What follows belongs to an exercise in optimizing a design on an open flow for small area; a production flow would make more cautious choices. The RTL was checked by simulation tests, not by an equivalence proof against the original design. The clock input has no modelled driver; a real chip could not lean on it and would need a root buffer or a full tree. No activity file was given, so power comes from the tool's default toggle rates.

Setup of run A:
## STI_DAC
module STI_DAC(clk ,reset, load, pi_data, pi_length, pi_fill, pi_msb, pi_low, pi_end,
	       so_data, so_valid,
	       pixel_finish, pixel_dataout, pixel_addr,
	       pixel_wr);
==> flow/config.mk <==
export PLATFORM = sky130hd
export DESIGN_NAME = STI_DAC
export DESIGN_NICKNAME = STI_DAC
export VERILOG_FILES = /design/flow/design.v
export SDC_FILE = /design/flow/constraint.sdc
export NUM_CORES = 4
export LEC_CHECK = 0
export CAP_MARGIN = 20
export CORE_AREA = 2.3 2.72 57.5 59.84
export DIE_AREA = 0 0 59.8 62.56
export SLEW_MARGIN = 20
==> flow/constraint.sdc <==
create_clock -name core_clock -period 5.0 [get_ports {clk}]
set_input_delay 1.0000 -clock core_clock [delete_from_list [all_inputs] [get_ports {clk}]]
set_output_delay 1.0000 -clock core_clock [all_outputs]
set_load 0.01 [all_outputs]
standard.sh (not shown) runs the stock make flow with config.mk's settings and CLKGATE_MAP_FILE= SYNTH_SCRIPT=/design/flow/synth_recipe.tcl, a recipe that flattens the netlist after the stock synthesis.
==> flow/flow/run.sh <==
#!/bin/bash
# Standard ORFS layout, with these changes: the ABC step of the standard synthesis
# maps for area (flow/area.script) with no adder cells, the port buffers are buf_1 cells, and the
# clock reaches the registers through a single buffer (flow/cts.tcl) instead of
# CTS's tree.
set -euo pipefail
W=$(pwd)
cat > "$W/area_synth.tcl" <<EOT
proc abc {args} {
  set i [lsearch -exact \$args -script]
  if {\$i >= 0} { lset args [expr {\$i + 1}] $W/flow/area.script }
  yosys abc {*}\$args
}
source $W/synth_recipe.tcl
EOT
export CLOCK_BUFFER_CELL=sky130_fd_sc_hd__clkbuf_4 CLOCK_BUFFER_COUNT=3
bash standard.sh SYNTH_SCRIPT="$W/area_synth.tcl" \
  BUFFER_PORTS_ARGS="-buffer_cell sky130_fd_sc_hd__buf_1" \
  ADDER_MAP_FILE= PRE_CTS_TCL="$W/flow/cts.tcl" finish > "$W/standard.log" 2>&1
==> flow/flow/cts.tcl <==
# Clock distribution in place of CTS's tree: the registers are split by
# position into CLOCK_BUFFER_COUNT groups, and one clock buffer placed at the
# centre of each group drives its clock pins. The clock port drives only these
# buffers. cts.tcl then legalises them and repairs timing as usual.
set block [ord::get_db_block]
set dbu [$block getDbUnitsPerMicron]
set flops {}
foreach inst [$block getInsts] {
  if {[[$inst getMaster] isSequential]} {
    set b [$inst getBBox]
    lappend flops [list [$inst getName] [expr {([$b xMin] + [$b xMax]) / 2.0 / $dbu}] \
      [expr {([$b yMin] + [$b yMax]) / 2.0 / $dbu}]]
  }
}
# split the registers in k groups of near equal size by recursive bisection
# along the wider side
proc clock_groups {flops k} {
  if {$k <= 1 || [llength $flops] <= 1} { return [list $flops] }
  set xs [lmap f $flops {lindex $f 1}]
  set ys [lmap f $flops {lindex $f 2}]
  set wx [expr {[tcl::mathfunc::max {*}$xs] - [tcl::mathfunc::min {*}$xs]}]
  set wy [expr {[tcl::mathfunc::max {*}$ys] - [tcl::mathfunc::min {*}$ys]}]
  set sorted [lsort -real -index [expr {$wx >= $wy ? 1 : 2}] $flops]
  set k1 [expr {$k / 2}]
  set n1 [expr {int(round(double([llength $flops]) * $k1 / $k))}]
  return [concat [clock_groups [lrange $sorted 0 [expr {$n1 - 1}]] $k1] \
    [clock_groups [lrange $sorted $n1 end] [expr {$k - $k1}]]]
}
set g 0
foreach group [clock_groups $flops $::env(CLOCK_BUFFER_COUNT)] {
  set pins {}
  set xs 0.0
  set ys 0.0
  foreach f $group {
    lappend pins [get_pins [lindex $f 0]/CLK]
    set xs [expr {$xs + [lindex $f 1]}]
    set ys [expr {$ys + [lindex $f 2]}]
  }
  set x [expr {$xs / [llength $group]}]
  set y [expr {$ys / [llength $group]}]
  insert_buffer -buffer_cell $::env(CLOCK_BUFFER_CELL) -net clk -load_pins $pins \
    -location [list $x $y] -buffer_name clkbuf_$g -net_name clknet_$g
  puts "clock buffer $g: $::env(CLOCK_BUFFER_CELL) at $x $y drives [llength $group] registers"
  incr g
}
foreach it [[$block findNet clk] getITerms] {
  [[[$it getInst] findITerm X] getNet] setSigType CLOCK
}
puts "the clock port drives [llength [[$block findNet clk] getITerms]] pins"
set_propagated_clock [all_clocks]
proc clock_tree_synthesis {args} { puts "clock_tree_synthesis skipped: the clock buffers are in place" }
Other scripts of this flow, unchanged in this note and not shown: flow/flow/area.script
The following lists how run B was set up differently from run A:
-- flow/flow/run.sh --
<<< run A, line 16
export CLOCK_BUFFER_CELL=sky130_fd_sc_hd__clkbuf_4 CLOCK_BUFFER_COUNT=3
>>> run B, line 16
export CLOCK_BUFFER_CELL=sky130_fd_sc_hd__clkbuf_4 CLOCK_BUFFER_COUNT=2
==> run notes <==
Final net count: run B < run A. On overall track demand over capacity in global routing, run B and run A are neck and neck. Run B: sequential cell area share is 0.26 points higher than what run A reported. On setup slack, run B tracks run A almost exactly.
## Diff of input files: run C against run B
-- flow/flow/run.sh --
<<< run B, line 16
export CLOCK_BUFFER_CELL=sky130_fd_sc_hd__clkbuf_4 CLOCK_BUFFER_COUNT=2
>>> run C, line 16
export CLOCK_BUFFER_CELL=sky130_fd_sc_hd__clkbuf_8 CLOCK_BUFFER_COUNT=2
## What came out
- Run C finished end to end and its layout was clean on timing, DRC and antenna.
- Taking run B as the reference, in run C area added between synthesis and finish increased by 1.2 points relative to the old numbers; power per cell area increased by about 1.4% relative to the old numbers.
- The part of the Yosys area used for sequential elements of run B and that of run C are within noise of each other.
- Compared with run B, run C is the more power-hungry design.
- Internal power component in run C is 0.018 mW above run B.
- Delta (run C minus run B): fraction of the cycle the final worst path needs ~0 delta, final setup slack of the worst path ~0 delta, post-layout instance area went up 13 sq um, via count decreased by 0.52% relative to the old numbers, worst-case hold slack decreased by 0.0062 ns relative to the old numbers.
Input changes introduced in run D (baseline for comparison: run C):
- putting PLACE_DENSITY at 0.9 where nothing was set
-- flow/flow/run.sh --
<<< run C, line 16
export CLOCK_BUFFER_CELL=sky130_fd_sc_hd__clkbuf_8 CLOCK_BUFFER_COUNT=2
>>> run D, line 16
export CLOCK_BUFFER_CELL=sky130_fd_sc_hd__clkbuf_4 CLOCK_BUFFER_COUNT=2
Run D: PASS, flow complete, no timing, DRC or antenna violations. Both conditions hold for run C: the flow ran to the end and the final layout passed the timing, DRC and antenna checks. Run D vs. run C: setup slack +0.091 ns; global placer's final weighted congestion rose about 6%; final HPWL from detailed placement lost about 4%.
No run of this note takes its clock network from TritonCTS; it comes from the design's own scripts or RTL.

The RTL this note starts from:
==> flow/design.v <==
module STI_DAC(clk ,reset, load, pi_data, pi_length, pi_fill, pi_msb, pi_low, pi_end,
	       so_data, so_valid,
	       pixel_finish, pixel_dataout, pixel_addr,
	       pixel_wr);
input		clk, reset;
input		load, pi_msb, pi_low, pi_end;
input	[15:0]	pi_data;
input	[1:0]	pi_length;
input		pi_fill;
output		so_data;
output reg	so_valid;
output		pixel_finish;
output reg	pixel_wr;
output reg [7:0] pixel_addr;
output reg [7:0] pixel_dataout;
reg i0;
reg [2:1] i21n;
wire [2:1] i21 = ~i21n;
wire [2:0] i = {i21, i0};
reg [1:0] cn;
wire [1:0] c = ~cn;
wire done = i0 & ~so_valid;
wire early = pi_length[1] & ~(pi_fill ^ pi_msb);
wire byte_end = (i == 3'd7);
wire last = byte_end && (c == 2'd1);
wire zero = ~early ? c[1] : (pi_length[0] ? ~c[1] : (c == 2'd1));
wire hi = (pi_length == 2'd0) ? pi_low :
	(pi_msb ^ c[0] ^ (early & ~pi_length[0]));
assign so_data = ~zero & pi_data[{hi, i ^ {3{pi_msb}}}];
assign pixel_finish = done | (pixel_wr & (&pixel_addr));
always @(posedge clk or posedge reset) begin
	if (reset) begin
		so_valid <= 1'b0;
		pixel_wr <= 1'b0;
		i0 <= 1'b0;
	end
	else begin
		so_valid <= so_valid ? ~last : load;
		pixel_wr <= so_valid ? byte_end : (pi_end & ~pixel_finish);
		i0 <= so_valid ? ~i0 : pixel_finish;
	end
end
always @(posedge clk)
	pixel_addr <= reset ? 8'd0 : pixel_addr + {7'd0, pixel_wr};
always @(posedge clk) begin
	i21n <= ~(so_valid ? i21 + {1'b0, i0} : 2'd0);
	cn <= ~(so_valid ? c + {1'b0, byte_end} : {pi_length[1], ~pi_length[0]});
	pixel_dataout <= so_valid ? {pixel_dataout[6:0], so_data} : 8'd0;
end
endmodule
clock: 5.0 ns
lec_check: 0
cap_margin: 20
core_area: 2.3 2.72 57.5 59.84
die_area: 0 0 59.8 62.56
slew_margin: 20
==> flow/flow/run.sh <==
#!/bin/bash
# Standard ORFS layout, with these changes: the ABC step of the standard synthesis
# maps for area (flow/area.script) with no adder cells, the port buffers are buf_1 cells, and the
# clock reaches the registers through a single buffer (flow/cts.tcl) instead of
# CTS's tree.
set -euo pipefail
W=$(pwd)
cat > "$W/area_synth.tcl" <<EOT
proc abc {args} {
  set i [lsearch -exact \$args -script]
  if {\$i >= 0} { lset args [expr {\$i + 1}] $W/flow/area.script }
  yosys abc {*}\$args
}
source $W/synth_recipe.tcl
EOT
export CLOCK_BUFFER_CELL=sky130_fd_sc_hd__clkbuf_4 CLOCK_BUFFER_COUNT=3
bash standard.sh SYNTH_SCRIPT="$W/area_synth.tcl" \
  BUFFER_PORTS_ARGS="-buffer_cell sky130_fd_sc_hd__buf_1" \
  ADDER_MAP_FILE= PRE_CTS_TCL="$W/flow/cts.tcl" finish > "$W/standard.log" 2>&1
==> flow/flow/area.script <==
strash
if -K 3
strash
refactor -z
irw
dch
amap -m
topo
Scripts as last shown in full above: flow/flow/cts.tcl
Change:
--- a/flow/flow/run.sh
+++ b/flow/flow/run.sh
@@ -16 +16 @@
-export CLOCK_BUFFER_CELL=sky130_fd_sc_hd__clkbuf_4 CLOCK_BUFFER_COUNT=3
+export CLOCK_BUFFER_CELL=sky130_fd_sc_hd__buf_4 CLOCK_BUFFER_COUNT=2
Utilization drops by 0.24 points. Total power decreases slightly. Worst hold slack is about the same. Flip-flop and latch count stays the same. Combinational power barely changes. Design area is lower slightly. Clock power goes down by roughly a tenth. Fmax hardly moves. Wire length fell slightly. Die area stays the same. Setup slack is about the same.
In every run of this note, the design's own scripts or RTL, not TritonCTS, make the clock network.

Another version of the RTL of STI_DAC (not shown whole).
Size: ~110 cells after synthesis, roughly 45 I/O pins.
==> flow/config.mk <==
export PLATFORM = sky130hd
export DESIGN_NAME = STI_DAC
export DESIGN_NICKNAME = STI_DAC
export VERILOG_FILES = /design/flow/design.v
export SDC_FILE = /design/flow/constraint.sdc
export NUM_CORES = 4
export LEC_CHECK = 0
export CAP_MARGIN = 20
export CORE_AREA = 2.3 2.72 57.5 59.84
export DIE_AREA = 0 0 59.8 62.56
export SLEW_MARGIN = 20
==> flow/constraint.sdc <==
create_clock -name core_clock -period 5.0 [get_ports {clk}]
set_input_delay 1.0000 -clock core_clock [delete_from_list [all_inputs] [get_ports {clk}]]
set_output_delay 1.0000 -clock core_clock [all_outputs]
set_load 0.01 [all_outputs]
==> flow/flow/run.sh <==
#!/bin/bash
# Standard ORFS layout, with these changes: the ABC step of the standard synthesis
# maps for area (flow/area.script) with no adder cells, the port buffers are buf_1 cells, and the
# clock reaches the registers through a single buffer (flow/cts.tcl) instead of
# CTS's tree.
set -euo pipefail
W=$(pwd)
cat > "$W/area_synth.tcl" <<EOT
proc abc {args} {
  set i [lsearch -exact \$args -script]
  if {\$i >= 0} { lset args [expr {\$i + 1}] $W/flow/area.script }
  yosys abc {*}\$args
}
source $W/synth_recipe.tcl
EOT
export CLOCK_BUFFER_CELL=sky130_fd_sc_hd__clkbuf_4 CLOCK_BUFFER_COUNT=3
bash standard.sh SYNTH_SCRIPT="$W/area_synth.tcl" \
  BUFFER_PORTS_ARGS="-buffer_cell sky130_fd_sc_hd__buf_1" \
  ADDER_MAP_FILE= PRE_CTS_TCL="$W/flow/cts.tcl" finish > "$W/standard.log" 2>&1
==> flow/flow/area.script <==
strash
dch -f
amap -m
topo
Scripts as last shown in full above: flow/flow/cts.tcl
Next try:
--- a/flow/flow/run.sh
+++ b/flow/flow/run.sh
@@ -16 +16 @@
-export CLOCK_BUFFER_CELL=sky130_fd_sc_hd__clkbuf_4 CLOCK_BUFFER_COUNT=3
+export CLOCK_BUFFER_CELL=sky130_fd_sc_hd__clkbuf_4 CLOCK_BUFFER_COUNT=2
Effect: The new run finished clean. Final area goes down by 0.63%. Fmax barely changes. Die area does not change. Hold slack improves by 0.011 ns. Power goes down by about 2.2%. Wire length goes down by about 1.6%. Cell count goes down by about 0.5%. Critical path depth stays the same. Sequential power is about the same. Setup slack degrades by 0.0064 ns.
No run of this note takes its clock network from TritonCTS; it comes from the design's own scripts or RTL.

Another version of the RTL of STI_DAC (not shown whole).
Size in the first run: roughly 130 cells after synthesis, about 24 flip-flops, about 1300 um2 of cells after synthesis.
==> flow/design.v (excerpt) <==
module STI_DAC(clk ,reset, load, pi_data, pi_length, pi_fill, pi_msb, pi_low, pi_end,
	       so_data, so_valid,
	       pixel_finish, pixel_dataout, pixel_addr,
	       pixel_wr);
clock: 5.0 ns
lec_check: 0
cap_margin: 20
core_margin: 2
core_utilization: 40
slew_margin: 20
run.sh (not shown) runs the stock make flow with config.mk's settings and CLKGATE_MAP_FILE= SYNTH_SCRIPT=/design/flow/synth_recipe.tcl, a recipe that flattens the netlist after the stock synthesis.
Stock flow here: none of the scripts above is used.
The starting point completed with no timing, DRC or antenna violations.
Next try:
==> flow/flow/run.sh (new file) <==
#!/bin/bash
# Standard ORFS layout, with two changes: the ABC step of the standard synthesis
# maps for area (flow/area.script), and the port buffers are buf_1 cells.
set -euo pipefail
W=$(pwd)
cat > "$W/area_synth.tcl" <<EOT
proc abc {args} {
  set i [lsearch -exact \$args -script]
  if {\$i >= 0} { lset args [expr {\$i + 1}] $W/flow/area.script }
  yosys abc {*}\$args
}
source $W/synth_recipe.tcl
EOT
bash standard.sh SYNTH_SCRIPT="$W/area_synth.tcl" \
  BUFFER_PORTS_ARGS="-buffer_cell sky130_fd_sc_hd__buf_1" finish > "$W/standard.log" 2>&1
==> flow/flow/area.script (new file) <==
strash
dc2
dch -f
amap -m
topo
==> flow/standard.sh (new file) <==
#!/bin/bash
# synth_recipe.tcl (not shown) runs the flow's synth.tcl, then flattens the netlist and writes it again
# the make line also repeats each setting of config.mk as NAME=value (left out here)
make -C /OpenROAD-flow-scripts/flow DESIGN_CONFIG=/design/flow/config.mk WORK_HOME=/design/flow/orfs CLKGATE_MAP_FILE= SYNTH_SCRIPT=/design/flow/synth_recipe.tcl "${@:-finish}"
- CORE_UTILIZATION: 40 -> 70
- CTS_BUF_LIST: unset -> sky130_fd_sc_hd__clkbuf_8
removed: flow/run.sh
The new run completed without violations.
Global-route usage went up by 22 points.
Design area drops by about 25%.
Worst setup slack gets better by 450 ps.
Die area falls by 48%.
Wire length came out higher by 12%.
First-iteration DRC count rose by about 56%.
Critical path depth drops by 2.

STI_DAC, a different RTL version from the one above (not shown whole).
Size: ~110 cells after synthesis, roughly 45 I/O pins.
export LEC_CHECK = 0
export CAP_MARGIN = 20
export CORE_AREA = 2.3 2.72 57.5 59.84
export DIE_AREA = 0 0 59.8 62.56
export SLEW_MARGIN = 20
create_clock -name core_clock -period 5.0 [get_ports {clk}]
standard.sh (not shown) runs the stock make flow with config.mk's settings and CLKGATE_MAP_FILE= SYNTH_SCRIPT=/design/flow/synth_recipe.tcl, a recipe that flattens the netlist after the stock synthesis.
==> flow/flow/run.sh <==
#!/bin/bash
# Standard ORFS layout, with these changes: the ABC step of the standard synthesis
# maps for area (flow/area.script) with no adder cells, the port buffers are buf_1 cells, and the
# clock reaches the registers through a single buffer (flow/cts.tcl) instead of
# CTS's tree.
set -euo pipefail
W=$(pwd)
cat > "$W/area_synth.tcl" <<EOT
proc abc {args} {
  set i [lsearch -exact \$args -script]
  if {\$i >= 0} { lset args [expr {\$i + 1}] $W/flow/area.script }
  yosys abc {*}\$args
}
source $W/synth_recipe.tcl
EOT
export CLOCK_BUFFER_CELL=sky130_fd_sc_hd__clkbuf_4 CLOCK_BUFFER_COUNT=3
bash standard.sh SYNTH_SCRIPT="$W/area_synth.tcl" \
  BUFFER_PORTS_ARGS="-buffer_cell sky130_fd_sc_hd__buf_1" \
  ADDER_MAP_FILE= PRE_CTS_TCL="$W/flow/cts.tcl" finish > "$W/standard.log" 2>&1
==> flow/flow/area.script <==
strash
dch -f
amap -m
topo
Scripts as last shown in full above: flow/flow/cts.tcl
The baseline completed with no timing, DRC or antenna violations.
Change:
--- a/flow/flow/run.sh
+++ b/flow/flow/run.sh
@@ -15,3 +15,3 @@
 EOT
-export CLOCK_BUFFER_CELL=sky130_fd_sc_hd__clkbuf_4 CLOCK_BUFFER_COUNT=3
+export CLOCK_BUFFER_CELL=sky130_fd_sc_hd__clkbuf_4 CLOCK_BUFFER_COUNT=2
 bash standard.sh SYNTH_SCRIPT="$W/area_synth.tcl" \
=> The new run finished with timing, DRC and antenna clean; hold slack improves by 0.0081 ns; combinational power stays flat; cell area shrinks by 0.61%.
In every run of this note, the design's own scripts or RTL, not TritonCTS, make the clock network.

port drivers added, routing unchanged:
The results above use ideal ports. As a check the final layouts listed here were re-extracted and re-timed, cells and wires unchanged. Step 1 (the two cells are an assumption about what drives the block):
set clk [get_ports {clk}]
set_driving_cell -lib_cell sky130_fd_sc_hd__clkbuf_16 $clk
set_driving_cell -lib_cell sky130_fd_sc_hd__buf_2 [delete_from_list [all_inputs] $clk]
Step 2 also shifts input and output timing later by t, the mid clock arrival at the registers, as if the neighbouring blocks saw the same clock. Three values: ideal, step 1, step 2; two values: the first two.
run | shift t [ns] | setup slack, ns | worst setup path at the end | worst slew at a driven data input, ns | cell pins on the clock port's net
run A | 0.175 | 1.100 / 1.077 / 1.077 | input to output | 0.03 | 3
run B | 0.197 | 1.100 / 1.077 / 1.077 | input to output | 0.03 | 2
run C | 0.166 | 1.097 / 1.074 / 1.074 | input to output | 0.03 | 2
run D | 0.199 | 1.188 / 1.165 / 1.165 | input to output | 0.03 | 2
the first run of note 2 | 0.180 | 0.949 / 0.920 / 0.920 | input to output | 0.03 | 3
the second run of note 2 | 0.167 | 0.949 / 0.920 / 0.920 | input to output | 0.03 | 2
the first run of note 3 | 0.177 | 0.894 / 0.864 / 0.864 | input to output | 0.03 | 3
the second run of note 3 | 0.192 | 0.887 / 0.858 / 0.858 | input to output | 0.03 | 2
the first run of note 4 | 0.323 | 0.437 / 0.402 / 0.402 | input to output | 0.04 | 1
the second run of note 4 | 0.284 | 0.892 / 0.869 / 0.869 | input to output | 0.04 | 1
the first run of note 5 | 0.175 | 0.916 / 0.889 / 0.889 | input to output | 0.03 | 3
the second run of note 5 | 0.197 | 0.916 / 0.889 / 0.889 | input to output | 0.03 | 2
After both steps setup and hold are still met in every run listed. For the first run of note 4, which loses most, drivers alone change the setup slack by -0.035 ns; drivers and shift together by -0.035 ns.
